What follows belongs to an exercise in optimizing a design on an open flow for small area; a production flow would make more cautious choices.
No functional check of the RTL was part of this run.
The clock cells of this run come from the design's own scripts or RTL, not from TritonCTS.
The clock port is modelled as an ideal driver, which makes a skipped or thinned clock tree look cheaper than it is; a real chip needs a root buffer or a tree.
Power is estimated from default activity; no workload was simulated.

File: standard.sh
#!/bin/bash
# synth_recipe.tcl (not shown) runs the flow's synth.tcl, then flattens the netlist and writes it again
# the make line also repeats each setting of config.mk as NAME=value (left out here)
make -C /OpenROAD-flow-scripts/flow DESIGN_CONFIG=/design/flow/config.mk WORK_HOME=/design/flow/orfs CLKGATE_MAP_FILE= SYNTH_SCRIPT=/design/flow/synth_recipe.tcl "${@:-finish}"
File: flow/equiv.ys
# Check the re-mapped netlist against the standard one.
read_liberty -ignore_miss_func {LIB}
read_verilog {GOLD}
rename {TOP} gold
read_verilog {GATE}
rename {TOP} gate
flatten
opt_clean
async2sync
equiv_make gold gate eq
hierarchy -top eq
equiv_simple -undef
equiv_induct -undef
equiv_status -assert
File: flow/remap.ys
# Re-map the combinational logic of the standard synthesis netlist for area.
# Flip-flops (and the tie cell) stay as they are, with their instance names.
read_liberty -ignore_miss_func {LIB}
read_verilog {IN}
hierarchy -top {TOP}
blackbox sky130_fd_sc_hd__df* sky130_fd_sc_hd__edf* sky130_fd_sc_hd__sdf* sky130_fd_sc_hd__conb_1
flatten
opt_clean
abc -liberty {LIB} {DONTUSE} -script {SCRIPT}
opt_clean -purge
stat -liberty {LIB}
write_verilog -noattr {OUT}
File: flow/run.sh
#!/bin/bash
# Layout flow: the standard flow (standard.sh) with these changes:
# - ports are buffered with buf_1 instead of the resizer's default choice;
# - clock tree synthesis inserts no dummy loads, and after it the clock tree
#   is replaced by 2 to 4 leaf buffers fed from the clock port, the smallest
#   set that keeps the flip-flops' clock-pin slew low (flow/post_cts.tcl).
# Each tool's output goes to a log_*.txt file in the work folder.
set -euo pipefail
W=$PWD
F=$W/flow
RES=$W/orfs/results/${FLOW_PLATFORM}/hitchhike_tx/base
LIB=$FLOW_HOME/platforms/${FLOW_PLATFORM}/lib/sky130_fd_sc_hd__tt_025C_1v80.lib
Y=$(command -v yosys || echo "$FLOW_HOME/../tools/install/yosys/bin/yosys")

export BUFFER_PORTS_ARGS="-buffer_cell sky130_fd_sc_hd__buf_1"
export POST_CTS_TCL="$F/post_cts.tcl"
export CLOCK_SLEW_TARGET_PS=110
export CTS_ARGS="-sink_clustering_enable -repair_clock_nets -dont_use_dummy_load -buf_list sky130_fd_sc_hd__clkbuf_8"

bash standard.sh synth > log_synth.txt 2>&1

cp "$RES/1_2_yosys.v" "$W/netlist_standard.v"
DONTUSE=$(grep -o 'cell *( *"\?sky130_fd_sc_hd__\(lpflow_[a-z0-9_]*\|probe[a-z0-9_]*\)' "$LIB" | sed 's/.*(\s*"\?//; s/^/-dont_use /' | sort -u | tr '\n' ' ')

# ABC scripts, one per line; each is tried and the smallest equivalent
# result is kept.
A="strash; dch -f; amap"
B="strash; dc2; dch -f; amap"
{
  echo "$A; $B; $A; topo"
  echo "$A; $A; $A; $A; $A; topo"
  echo "$A; $B; $A; strash; dch -f; map -a; $A; topo"
  for s in $(seq 1 16); do
    echo "strash; &get -n; &deepsyn -T 30 -S $s; &put; $A; $A; $A; topo"
  done
} > "$W/abc_scripts.txt"

remap_one() {
  local i=$1 script=$2 in=${3:-$W/netlist_standard.v}
  echo "$script" | tr ';' '\n' > "$W/abc_$i.script"
  sed -e "s#{LIB}#$LIB#g" -e "s#{IN}#$in#" -e "s#{OUT}#$W/netlist_remap_$i.v#" \
      -e "s#{TOP}#$FLOW_TOP#" -e "s#{DONTUSE}#$DONTUSE#" -e "s#{SCRIPT}#$W/abc_$i.script#" "$F/remap.ys" > "$W/remap_run_$i.ys"
  sed -e "s#{LIB}#$LIB#g" -e "s#{GOLD}#$W/netlist_standard.v#" -e "s#{GATE}#$W/netlist_remap_$i.v#" \
      -e "s#{TOP}#$FLOW_TOP#g" "$F/equiv.ys" > "$W/equiv_run_$i.ys"
  if "$Y" -l "$W/log_remap_$i.txt" -q "$W/remap_run_$i.ys" > /dev/null 2>&1 \
     && ! grep -q 'is unknown' "$W/log_remap_$i.txt" \
     && ! grep -q '^ *assign .*[&|^~]' "$W/netlist_remap_$i.v" \
     && "$Y" -l "$W/log_equiv_$i.txt" -q "$W/equiv_run_$i.ys" > /dev/null 2>&1; then
    grep 'Chip area' "$W/log_remap_$i.txt" | awk '{print $NF}' > "$W/area_$i.txt"
  fi
}

# run the scripts NUM_CORES at a time
jobs_max=${NUM_CORES:-4}
n=0
while IFS= read -r script; do
  remap_one "$n" "$script" &
  n=$((n + 1))
  if (( n % jobs_max == 0 )); then wait; fi
done < "$W/abc_scripts.txt"
wait

best=""
best_area=""
for ((i = 0; i < n; i++)); do
  if [[ -s "$W/area_$i.txt" ]]; then
    area=$(cat "$W/area_$i.txt")
    echo "script $i: area $area"
    if [[ -z "$best" ]] || awk "BEGIN{exit !($area < $best_area)}"; then
      best=$i; best_area=$area
    fi
  else
    echo "script $i: failed, left gates unmapped, or not equivalent"
  fi
done

if [[ -n "$best" ]]; then
  first=$n
  for s in $(seq 1 8); do
    remap_one "$n" "strash; &get -n; &deepsyn -T 30 -S $s; &put; $A; $A; $A; topo" "$W/netlist_remap_$best.v" &
    n=$((n + 1))
    if (( (n - first) % jobs_max == 0 )); then wait; fi
  done
  wait
  for ((i = first; i < n; i++)); do
    if [[ -s "$W/area_$i.txt" ]]; then
      area=$(cat "$W/area_$i.txt")
      echo "script $i (second round): area $area"
      if awk "BEGIN{exit !($area < $best_area)}"; then
        best=$i; best_area=$area
      fi
    else
      echo "script $i (second round): failed, left gates unmapped, or not equivalent"
    fi
  done
fi

if [[ -n "$best" ]]; then
  cp "$W/netlist_remap_$best.v" "$RES/1_2_yosys.v"
  rm -f "$RES/1_synth.odb" "$RES/1_synth.sdc"
  echo "using re-mapped netlist $best ($best_area um2)"
else
  echo "no re-mapped netlist: using the standard netlist"
fi

bash standard.sh > log_layout.txt 2>&1
File: constraint.sdc
create_clock -name core_clock -period 5.0 [get_ports {clock}]
set_input_delay 1.0000 -clock core_clock [delete_from_list [all_inputs] [get_ports {clock}]]
set_output_delay 1.0000 -clock core_clock [all_outputs]
set_load 0.01 [all_outputs]
File: flow/rebuild_clock.tcl
# Replace the clock tree with CLOCK_LEAVES buffers of type CLOCK_LEAF_CELL,
# driven straight from the clock port, each driving the flip-flops of one
# vertical strip of the core.
proc rebuild_clock_tree {} {
  set block [ord::get_db_block]
  set db [ord::get_db]
  set nleaf $::env(CLOCK_LEAVES)
  set master [$db findMaster $::env(CLOCK_LEAF_CELL)]
  set port_net [$block findNet clock]
  # collect the sinks below the tree and the tree's cells
  set todo [list $port_net]
  set kill {}
  set sinks {}
  while {[llength $todo]} {
    set n [lindex $todo 0]; set todo [lrange $todo 1 end]
    foreach it [$n getITerms] {
      if {[$it isOutputSignal]} continue
      set inst [$it getInst]
      set mn [[$inst getMaster] getName]
      if {[string match clkbuf_* [$inst getName]] || [string match clkload* [$inst getName]]} {
        lappend kill $inst
        foreach o [$inst getITerms] { if {[$o isOutputSignal] && [$o getNet] ne "NULL"} { lappend todo [$o getNet] } }
      } else {
        lappend sinks $it
      }
    }
  }
  set nets {}
  foreach inst $kill {
    foreach o [$inst getITerms] { set n [$o getNet]; if {$n ne "NULL" && $n ne $port_net} { lappend nets $n } }
    odb::dbInst_destroy $inst
  }
  foreach n [lsort -unique $nets] { odb::dbNet_destroy $n }
  # sort the sinks by x and cut them into nleaf groups
  set xs {}
  foreach it $sinks {
    set b [[$it getInst] getBBox]
    lappend xs [list [expr {([$b xMin] + [$b xMax]) / 2}] [expr {([$b yMin] + [$b yMax]) / 2}] $it]
  }
  set xs [lsort -integer -index 0 $xs]
  set n [llength $xs]
  for {set g 0} {$g < $nleaf} {incr g} {
    set lo [expr {$g * $n / $nleaf}]
    set hi [expr {($g + 1) * $n / $nleaf - 1}]
    set grp [lrange $xs $lo $hi]
    set sx 0; set sy 0
    foreach e $grp { incr sx [lindex $e 0]; incr sy [lindex $e 1] }
    set cx [expr {$sx / [llength $grp]}]; set cy [expr {$sy / [llength $grp]}]
    set net [odb::dbNet_create $block "clknet_leaf_$g"]
    $net setSigType CLOCK
    set buf [odb::dbInst_create $block $master "clkbuf_leaf_$g"]
    $buf setLocation $cx $cy
    $buf setPlacementStatus PLACED
    foreach it [$buf getITerms] {
      if {[$it isOutputSignal]} { $it connect $net } elseif {[$it isInputSignal]} { $it connect $port_net }
    }
    foreach e $grp { set it [lindex $e 2]; $it disconnect; $it connect $net }
  }
  puts "rebuild_clock_tree: $n sinks, $nleaf x $::env(CLOCK_LEAF_CELL), removed [llength $kill] cells"
}
File: flow/post_cts.tcl
# Post-CTS hook: replace the clock tree with two to four leaf buffers fed
# straight from the clock port: the smallest set (by cell area) whose
# flip-flop clock-pin slew, estimated from placement, stays under
# CLOCK_SLEW_TARGET_PS.
source [file join [file dirname [info script]] rebuild_clock.tcl]
set cands {
  {2 sky130_fd_sc_hd__buf_4}
  {3 sky130_fd_sc_hd__buf_4}
  {2 sky130_fd_sc_hd__buf_6}
  {4 sky130_fd_sc_hd__buf_4}
  {2 sky130_fd_sc_hd__buf_8}
  {3 sky130_fd_sc_hd__buf_6}
  {2 sky130_fd_sc_hd__buf_12}
  {3 sky130_fd_sc_hd__clkbuf_8}
  {4 sky130_fd_sc_hd__buf_6}
  {3 sky130_fd_sc_hd__buf_8}
  {2 sky130_fd_sc_hd__clkbuf_16}
  {4 sky130_fd_sc_hd__clkbuf_8}
  {3 sky130_fd_sc_hd__clkbuf_16}
  {4 sky130_fd_sc_hd__clkbuf_16}
}
foreach c $cands {
  set ::env(CLOCK_LEAVES) [lindex $c 0]
  set ::env(CLOCK_LEAF_CELL) [lindex $c 1]
  rebuild_clock_tree
  detailed_placement
  estimate_parasitics -placement
  set worst 0
  foreach p [all_registers -clock_pins -edge_triggered] {
    foreach e {rise fall} { foreach a {min max} {
      set s [expr {[sta::time_ui_sta [get_property $p slew_${a}_$e]] * 1e12}]
      if {$s > $worst} { set worst $s }
    } }
  }
  puts "clock tree [lindex $c 0] x [lindex $c 1]: worst clock-pin slew $worst ps"
  if {$worst <= $::env(CLOCK_SLEW_TARGET_PS)} break
}
check_placement -verbose
File: config.mk
export PLATFORM = sky130hd
export DESIGN_NAME = hitchhike_tx
export DESIGN_NICKNAME = hitchhike_tx
export VERILOG_FILES = /design/flow/design.v
export SDC_FILE = /design/flow/constraint.sdc
export NUM_CORES = 4
export LEC_CHECK = 0
export CAP_MARGIN = 20
export CORE_MARGIN = 2
export CORE_UTILIZATION = 40
export SLEW_MARGIN = 20
File: design.v
module hitchhike_tx(
    clock,
    input_data,
    reset,
    trigger_signal,
    RSS_EN,
    clock_out,
    output_data_rate,
    output_signal,
    ref_signal,
    signal_into_switch
);
input        clock;
input  [9:0] input_data;
input        reset;
input        trigger_signal;
output       RSS_EN;
output       clock_out;
output       output_data_rate;
output       output_signal;
output       ref_signal;
output       signal_into_switch;
reg        ref_r;
reg  [4:0] c25;
reg        clko;
wire       c49    = ref_r & c25[4] & c25[3];           
wire [4:0] c25_t  = {c25_t[3:0] & c25[3:0], ref_r};    
wire [4:0] c25_n  = c49 ? 5'd0 : c25 ^ c25_t;
always @(posedge clock or negedge reset) begin
    if (!reset) begin
        ref_r <= 1'b0;
        c25   <= 5'd0;
        clko  <= 1'b0;
    end else begin
        ref_r <= ~ref_r;
        c25   <= c25_n;
        clko  <= clko ^ c49;
    end
end
reg  [5:0] phase;
reg  [8:0] hi;
reg  [4:0] by;
reg  [2:0] bi;
reg        os;
wire rise  = ~ref_r;
wire en    = rise & trigger_signal;
wire clr   = rise & ~trigger_signal;
wire ph_z  = ~|phase[5:1];
wire ph0   = ph_z & ~phase[0];
wire ph1   = ph_z &  phase[0];
wire ph49  = phase[5] & phase[4] & phase[0];           
wire [5:0] ph_t = {ph_t[4:0] & phase[4:0], en};
wire [5:0] phase_n = (clr | (en & ph49)) ? 6'd0 : phase ^ ph_t;
wire s_449  = hi[1] & hi[0] & ~|hi[8:5] & by[1] & (&bi);
wire s_6001 = hi[5] & hi[3] & hi[0] & by[3] & by[2] & (&bi);
wire s_last = (&hi[8:6]) & (&hi[2:0]) & by[1] & bi[2] & bi[0];
wire se    = en & ph0;                                 
wire sclr  = clr | (se & s_last);
wire [2:0] bi_t = {bi_t[1:0] & bi[1:0], se};
wire bi_c  = bi_t[2] & bi[2];                          
wire [4:0] by_t = {by_t[3:0] & by[3:0], bi_c};
wire t_c   = bi_c & by[4] & by[0];                     
wire [8:0] hi_t = {hi_t[7:0] & hi[7:0], t_c};
wire [2:0] bi_n = sclr ? 3'd6 : bi ^ bi_t;
wire [4:0] by_n = (sclr | t_c) ? 5'd0 : by ^ by_t;
wire [8:0] hi_n = sclr ? 9'd0 : hi ^ hi_t;
wire os_set = s_449 | (os & ~s_6001);
wire os_n   = clr ? 1'b0 : (se ? os_set : os);
always @(posedge clock or negedge reset) begin
    if (!reset) begin
        phase <= 6'd0;
        hi    <= 9'd0;
        by    <= 5'd0;
        bi    <= 3'd6;
        os    <= 1'b0;
    end else begin
        phase <= phase_n;
        hi    <= hi_n;
        by    <= by_n;
        bi    <= bi_n;
        os    <= os_n;
    end
end
localparam [7:0] A = 8'b10010010;
reg  [7:0] p;                                          
reg  [1:0] q;                                          
wire t_0 = by < 5'd3;
wire t_1 = (by > 5'd2)  & (by < 5'd6);
wire t_2 = (by > 5'd5)  & (by < 5'd9);
wire t_3 = (by > 5'd8)  & (by < 5'd12);
wire t_4 = (by > 5'd11) & (by < 5'd15);
wire t_5 = by > 5'd14;
wire r0  = (by == 5'd0) | (by == 5'd3) | (by == 5'd6) | (by == 5'd9) | (by == 5'd12) | (by == 5'd15);
wire [7:0] bd = 8'b1 << bi;                            
wire f0 = t_3 & ~r0 | t_4 & r0;
wire f3 = t_3 & ~r0 | t_3 & r0 & (bi > 3'd4) | t_4 & r0 & (bi < 3'd5);
wire f7 = t_3 & ~r0 | t_3 & r0 & (bi != 3'd0) | t_4 & r0 & bd[0];
wire qq = t_4 & ~r0 | t_5 & r0;
wire g0 = qq & (bd[0] | bd[4] | bd[7]);
wire g1 = qq & (bd[3] | bd[6]) | t_4 & bd[7];
wire a_row = t_1 | t_2 | t_5 & ~r0;                    
wire cst = a_row & (bd[1] | bd[4] | bd[5] | bd[7] | bd[6] & ~(t_1 & r0))
         | t_5 & r0 & (bd[1] | bd[4] | bd[5] | bd[7])
         | (t_0 | t_3) & r0 & bd[6];
wire wbit = (f0 & p[7]) ^ (f3 & p[4]) ^ (f7 & p[0]) ^ (g0 & q[0]) ^ (g1 & q[1]) ^ cst;
reg        dr;
always @(posedge clock) begin
    if (rise & ~os & ~(ph0 & s_449)) begin
        p <= input_data[7:0];
        q <= input_data[9:8];
    end else if (rise & os & ph1) begin
        p <= {p[6:0], p[7]};
    end
end
always @(posedge clock or negedge reset) begin
    if (!reset)
        dr <= 1'b0;
    else if (rise)
        dr <= os & (dr ^ (ph1 & wbit));
end
assign RSS_EN             = 1'b1;
assign ref_signal         = ref_r;
assign clock_out          = clko;
assign output_signal      = os;
assign output_data_rate   = dr;
assign signal_into_switch = os ? ~(ref_r ^ dr) : ref_r;
endmodule
==> run notes <==
Via density 5.14; initial antenna violation count 0; Syn Nets 227; final net count 249; clock skew 0.00633 ns; RSZ-0062 raised after global routing false; Min-Delay Endpoint hi[4]$_DFF_PN0_; final hold vios 0; hold path start hi[4]$_DFF_PN0_; post-DP HPWL 2780 microns; Area growth syn-to-layout 8.64%; Final Max Tran Viols 0; CP endpoint kind register; Static Leak 0.812 nW; PwrDens 302 mW/mm^2; fmax 0.352 GHz; # IOs 19; fin crit period 2.84 ns; setup slack, reg-to-reg 2.16 ns; worst slew pin tran 0.791 ns; worst hold slack 0.487 ns; vias in the first global route 1431; CP max-delay cell dfstp_2; Rows 25; CP Launch Type register; Multi-input gate area 732 sq um; final worst path period share 0.569; clock sinks 42; Crit Reg-Reg Startpoint bi[1]$_DFF_PN1_; commonest cells after routing, fill and taps aside nor2_1 (48), dfrtp_1 (30), clkinv_1 (24); GP Congestion 0.803; first-pass GRT wire length 6410 microns; 1st-iter DRT viols 59; worst path cell trace clkinv_1 > nor2_1 > nand2_1 > clkinv_1 > nand2_1 > nor2_1 > and2_0 > nand2_1 > nor2_1 > and2_0 > nand2_1 > nor2_1 > nand2_1 > nor2_1 > nor2_1 > a211oi_1; overall power 0.632 mW; CP arrival 2.88 ns; GR Overflow Total 0; most used cell, CP nor2_1; drt drc 0; most common cell after layout, fill and taps aside nor2_1; WP data required 5.04 ns; Core Footprint 0.00469 sq mm; reg2reg end hi[8]$_DFF_PN0_; FILL cells 492; drt total wl 3750 microns; Hold Crit Class reg2reg; die area 0.00538 sq mm; Worst-path clk slew 0.09 ns; Critical Path Max Stage Delay 0.57 ns; register area 0.00110 sq mm; Routed Antenna Nets 0; Skew-Pair Late Insertion Delay 0.13 ns; crit-path max FO 6; hold-critical path depth 1; Max VDD drop 223 uV; critical setup path kind reg2reg; Diodes inserted 0; Die Ht 73.4 microns; Max Cap Viol 0; Synth Cell Area 0.00193 sq mm; Initial Utilization 0.410; via count 1480; final setup fails 0; Mapped Cells 214; IO Port Bufs 17; largest net degree at the start of global routing 33; share of cells above drive strength 1 0.0256; gr usage total 0.154; wire length per cell 13.0 microns; slew margin rel. 0.472; Avg Cell Area, Syn 9.00 sq um; Worst R2R Path Depth 16; status timing/DRC/antenna clean; Yosys warnings 1; setup TNS 0 ns; DRT Pass-1 Iters 4; Die X 73.4 microns
## how the worst max path moves through the flow
stage / startpoint / to / cells past startpoint / slack (ns)
3_5_place_dp: bi[1]$_DFF_PN1_ / hi[8]$_DFF_PN0_ / 16 / 2.18
2_1_floorplan: bi[1]$_DFF_PN1_ / hi[8]$_DFF_PN0_ / 16 / 2.49
3_3_place_gp: bi[1]$_DFF_PN1_ / hi[8]$_DFF_PN0_ / 16 / 2.29
6_report: bi[1]$_DFF_PN1_ / hi[8]$_DFF_PN0_ / 16 / 2.16
5_1_grt: phase[4]$_DFF_PN0_ / hi[8]$_DFF_PN0_ / 17 / 1.73
## power breakdown
group | switching (mW) | internal, mW | total, mW | leakage (nW)
combinational | 0.0657 | 0.0375 | 0.103 | 0.281
clock | 0.0854 | 0.0483 | 0.134 | 0.0182
sequential | 0.0193 | 0.376 | 0.396 | 0.512
total | 0.170 | 0.462 | 0.632 | 0.812
## metal layers
metal  track usage  wire length, microns
met4        0.0283                    23
met5             0                     0
met1         0.202                  1810
met2         0.262                  1810
met3        0.0357                   105
## state kept, by name, indices dropped and copies added (netlist names)
signal,cells
q,2
dr,1
by,5
hi,9
bi,3
ref_r,1
phase,6
p,8
c25,5
clko,1
os,1
## layout make-up
type                       instances  area share
tap                               54      0.0323
inverter                          24      0.0431
sequential                        42       0.528
multi-input combinational        148       0.350
timing repair buffer              17      0.0311
buffer                             3      0.0161
## metrics by stage
step | std cells | area, sq um | worst slack [ns] | util
floorplan | 214 | 1930 | 2.49 | -
global placement | 285 | 2060 | 2.29 | 0.439
detailed placement | 285 | 2060 | 2.18 | 0.439
global route | 288 | 2090 | 1.73 | 0.446
finish | 288 | 2090 | 2.16 | 0.446
## critical path, delay by kind of cell, from the launching register on
family | cells | cell delay (ns)
flip-flops | 1 | 0.57
AND/OR/NAND/NOR | 13 | 1.82
AO/OA/AOI/OAI | 1 | 0.16
buffers and inverters | 2 | 0.22

what the ideal ports hide:
Ports are ideal in the flow. The routed layout listed here was re-timed in OpenROAD.
Step 1, drivers: a clkbuf_16 drives clock and a buf_2 each remaining input, both assumed.
Step 2 times the ports against the registers' clock, not the clock port: input delays grow and output delays shrink by t, the midpoint of the rising clock arrivals with the driver on.
a / b / c = no drivers / after step 1 / after step 2; a / b = the first two.
t, ns: 0.169
setup WS [ns]: 2.156 / 2.156 / 2.156
worst hold slack (ns): 0.487 / 0.487 / 0.487
worst setup path at the end: register to register
worst data-port slew with drivers (ns): 0.03
After both steps this run still meets setup and hold. For this run, drivers alone change the setup slack by 0.000 ns; drivers and shift together by 0.000 ns.
